Context: an optimization exercise on an open-source flow, tuned for small area. The choices shown serve that exercise and are no tape-out recipe.
At most, simulation tests tie the RTL to the original design; equivalence was not proved.
The clock input has no modelled driver; a real chip could not lean on it and would need a root buffer or a full tree.
No activity file was given, so power comes from the tool's default toggle rates.

==> flow/design.v <==
module elevator_controller #(
  parameter N = 8,
  parameter NUM_CLK_DELAY = 1024
  )(
  input                    clk,     
  input                    rst_n,   
  input  [N-1:0]           button_up,
  input  [N-1:0]           button_down,
  input                    button_close,
  input                    button_open,
  input  [N-1:0]           button_select_floor,
  input  [N-1:0]           floor_sensor,
  input                    overweight_sensor,
  input                    fire_alert,
  output                   close_door,
  output                   open_door,
  output                   motor_up,
  output                   motor_down,
  output reg               direction_up,
  output reg               direction_down
);
  localparam CHECK = 2'b00, UP = 2'b01, DOWN = 2'b10, OPEN = 2'b11;
  localparam CW = $clog2(NUM_CLK_DELAY);
  reg  [1:0] state;
  reg  [2:0] floor_reg;
  reg  [CW-1:0] elapsed;
  reg           done;
  reg  [2:0] cf;
  integer i;
  always @(*) begin
    cf = floor_reg;
    for (i = 0; i < N; i = i + 1)
      if (floor_sensor[i]) cf = i;
  end
  wire [N-1:0] rq = button_select_floor | button_up | button_down;
  reg higher, lower;
  always @(*) begin
    higher = 1'b0;
    lower  = 1'b0;
    for (i = 0; i < N; i = i + 1) begin
      if (i > cf) higher = higher | rq[i];
      if (i < cf) lower  = lower  | rq[i];
    end
  end
  wire rq_c   = rq[cf];
  wire up_c   = button_up[cf];
  wire down_c = button_down[cf];
  wire up_floor   = ({1'b0, cf} == {1'b0, floor_reg} + 4'd1);
  wire down_floor = ({1'b0, cf} + 4'd1 == {1'b0, floor_reg});
  wire s_check = (state == CHECK);
  wire s_open  = (state == OPEN);
  assign motor_up   = (state == UP);
  assign motor_down = (state == DOWN);
  wire hold = overweight_sensor | button_open;
  assign close_door = s_open & ~hold & (button_close | done);
  assign open_door  = s_open & ~close_door;
  wire inc = s_open & ~hold & ~button_close;
  wire open_req = rq_c & (up_c ? ~direction_down : (~down_c | ~direction_up));
  wire init = s_check & ~fire_alert & open_req;
  reg [1:0] next_state;
  always @(*) begin
    case (state)
      CHECK:
        if (fire_alert | open_req)               next_state = OPEN;
        else if (higher & ~direction_down)       next_state = UP;
        else if (lower & ~higher & ~direction_up) next_state = DOWN;
        else                                     next_state = CHECK;
      UP:   next_state = up_floor   ? CHECK : UP;
      DOWN: next_state = down_floor ? CHECK : DOWN;
      default: next_state = close_door ? CHECK : OPEN;
    endcase
  end
  always @(posedge clk or negedge rst_n) begin
    if (~rst_n) begin
      state          <= CHECK;
      floor_reg      <= 3'd0;
      direction_up   <= 1'b0;
      direction_down <= 1'b0;
      done           <= 1'b1;
    end else begin
      state     <= next_state;
      floor_reg <= cf;
      if (up_floor) begin
        direction_up   <= (cf != N-1);
        direction_down <= 1'b0;
      end else if (down_floor) begin
        direction_up   <= 1'b0;
        direction_down <= (cf != 0);
      end else begin
        direction_up   <= direction_up & (up_c | higher);
        direction_down <= direction_down & (down_c | lower);
      end
      done <= ~init & (done | (inc & (&elapsed)));
    end
  end
  always @(posedge clk) begin
    if (init)
      elapsed <= {CW{1'b0}};
    else if (inc)
      elapsed <= elapsed + 1'b1;
  end
endmodule
export LEC_CHECK = 0
export CAP_MARGIN = 0
export CORE_AREA = 2.3 2.72 59.8 59.84
export DIE_AREA = 0 0 62 62
export GPL_TIMING_DRIVEN = 0
export SLEW_MARGIN = 0
create_clock -name core_clock -period 10.0 [get_ports {clk}]
standard.sh (not shown) runs the stock make flow with config.mk's settings and CLKGATE_MAP_FILE= SYNTH_SCRIPT=/design/flow/synth_recipe.tcl, a recipe that flattens the netlist after the stock synthesis.
==> flow/flow/run.sh <==
#!/bin/bash
# Own layout flow: the standard ORFS flow (standard.sh), with these changes:
#  - synthesis maps logic with an area-oriented ABC script (flow/abc.script.in):
#    it is run with several deepsyn seeds, and the seed giving the smallest
#    netlist is used for the layout; no half/full-adder extraction step
#  - port buffers use the smallest buffer cell
#  - the clock tree is one buffer driving all flip-flops
#    (flow/post_cts.tcl collapses the tree CTS builds)
# Each tool's full output goes to the ORFS logs under orfs/logs (and
# trial_N/orfs/logs for the synthesis trials); make's own output goes to
# flow.log and trial_N/make.log.
set -euo pipefail
W=$PWD
SEEDS="$(seq -s " " 0 31)"
JOBS=${NUM_CORES:-4}

make_scripts() {  # $1 = folder, $2 = seed
  rm -rf "$1/scripts"
  mkdir -p "$1"
  cp -r "$FLOW_HOME/scripts" "$1/scripts"
  sed "s/@SEED@/$2/" "$W/flow/abc.script.in" > "$1/scripts/abc_speed.script"
}

# synthesis trials, JOBS at a time
n=0
for S in $SEEDS; do
  T="$W/trial_$S"
  make_scripts "$T" "$S"
  ( bash standard.sh "SCRIPTS_DIR=$T/scripts" "ADDER_MAP_FILE=" "WORK_HOME=$T/orfs" synth \
      > "$T/make.log" 2>&1 || true ) &
  n=$((n + 1))
  if (( n % JOBS == 0 )); then wait; fi
done
wait

BEST=""; BEST_AREA=""
for S in $SEEDS; do
  R="$W/trial_$S/orfs/reports/sky130hd/elevator_controller/base/synth_stat.txt"
  [[ -f $R ]] || continue
  A=$(awk '/Chip area for module/ {print $NF}' "$R" | tail -1)
  echo "trial seed $S: synth area $A" | tee -a "$W/trials.log"
  if [[ -z $BEST ]] || awk -v a="$A" -v b="$BEST_AREA" 'BEGIN{exit !(a < b)}'; then
    BEST=$S; BEST_AREA=$A
  fi
done
[[ -n $BEST ]] || { echo "no synthesis trial finished"; exit 1; }
echo "using seed $BEST (synth area $BEST_AREA)" | tee -a "$W/trials.log"

make_scripts "$W" "$BEST"
CTS="-sink_clustering_enable -repair_clock_nets -buf_list {sky130_fd_sc_hd__clkbuf_4} -root_buf sky130_fd_sc_hd__clkbuf_4 -dont_use_dummy_load"
bash standard.sh "SCRIPTS_DIR=$W/scripts" "ADDER_MAP_FILE=" \
  "BUFFER_PORTS_ARGS=-buffer_cell sky130_fd_sc_hd__buf_1" \
  "CTS_ARGS=$CTS" "POST_CTS_TCL=$W/flow/post_cts.tcl" \
  "POST_CTS_ROOT_CELL=sky130_fd_sc_hd__buf_6" finish > "$W/flow.log" 2>&1
# trial folders are only needed for their logs
for S in $SEEDS; do rm -rf "$W/trial_$S/orfs/results" "$W/trial_$S/orfs/objects" "$W/trial_$S/scripts"; done
Other scripts of this flow, unchanged in this note and not shown: flow/flow/abc.script.in, flow/flow/post_cts.tcl
Change:
--- a/flow/design.v
+++ b/flow/design.v
@@ -26,10 +26,11 @@
   reg  [CW-1:0] elapsed;
   reg           done;
   reg  [2:0] cf;
   integer i;
+  wire [2:0] fr_bin = ~floor_reg;
   always @(*) begin
-    cf = floor_reg;
+    cf = fr_bin;
     for (i = 0; i < N; i = i + 1)
       if (floor_sensor[i]) cf = i;
   end
   wire [N-1:0] rq = button_select_floor | button_up | button_down;
@@ -44,10 +45,10 @@
   end
   wire rq_c   = rq[cf];
   wire up_c   = button_up[cf];
   wire down_c = button_down[cf];
-  wire up_floor   = ({1'b0, cf} == {1'b0, floor_reg} + 4'd1);
-  wire down_floor = ({1'b0, cf} + 4'd1 == {1'b0, floor_reg});
+  wire up_floor   = ({1'b0, cf} == {1'b0, fr_bin} + 4'd1);
+  wire down_floor = ({1'b0, cf} + 4'd1 == {1'b0, fr_bin});
   wire s_check = (state == CHECK);
   wire s_open  = (state == OPEN);
   assign motor_up   = (state == UP);
   assign motor_down = (state == DOWN);
@@ -72,15 +73,15 @@
   end
   always @(posedge clk or negedge rst_n) begin
     if (~rst_n) begin
       state          <= CHECK;
-      floor_reg      <= 3'd0;
+      floor_reg      <= 3'b111;
       direction_up   <= 1'b0;
       direction_down <= 1'b0;
       done           <= 1'b1;
     end else begin
       state     <= next_state;
-      floor_reg <= cf;
+      floor_reg <= ~cf;
       if (up_floor) begin
         direction_up   <= (cf != N-1);
         direction_down <= 1'b0;
       end else if (down_floor) begin
=> The changed run finished with timing, DRC and antenna clean; hold slack stays flat; clock-buffer cell count is unchanged; cell count goes up by 3.0%; total power goes up by 0.81%; global-route usage goes down by 1.6 points; cell area goes up by 0.84%; via count goes down by 3.8%; setup slack improved by 0.51 ns; routed wire length goes down by 13%; register-to-register slack improved by 0.60 ns; fmax goes up by 11%.
Only the layout flow was run in the second run of this note; the RTL was not checked for function there.

==> separate check: timing with driven ports <==
No port has a modelled driver above. Below, the same layouts with a new extraction and two added sets of constraints. Step 1 (the two cells are an assumption about what drives the block):
set clk [get_ports {clk}]
set_driving_cell -lib_cell sky130_fd_sc_hd__clkbuf_16 $clk
set_driving_cell -lib_cell sky130_fd_sc_hd__buf_2 [delete_from_list [all_inputs] $clk]
Step 2, shift: input delay + t, output delay - t, t = (earliest + latest rising clock arrival at the registers) / 2. This alone moves slack from input paths to output paths. Three values: no drivers, after step 1, after step 2; two values: the first two.
run | shift t [ns] | slack for setup (ns) | hold slack, ns | worst data-port slew with drivers (ns) | pins driven straight from the clock port
the first run | 0.161 | 4.733 / 4.727 / 4.566 | 0.494 / 0.494 / 0.494 | 0.03 | 1
the second run | 0.163 | 5.244 / 5.222 / 5.203 | 0.497 / 0.497 / 0.497 | 0.03 | 1
After both steps setup and hold are still met in every run listed. The setup slack of the first run, which loses most, moves by -0.006 ns with the drivers and by -0.167 ns with both steps.
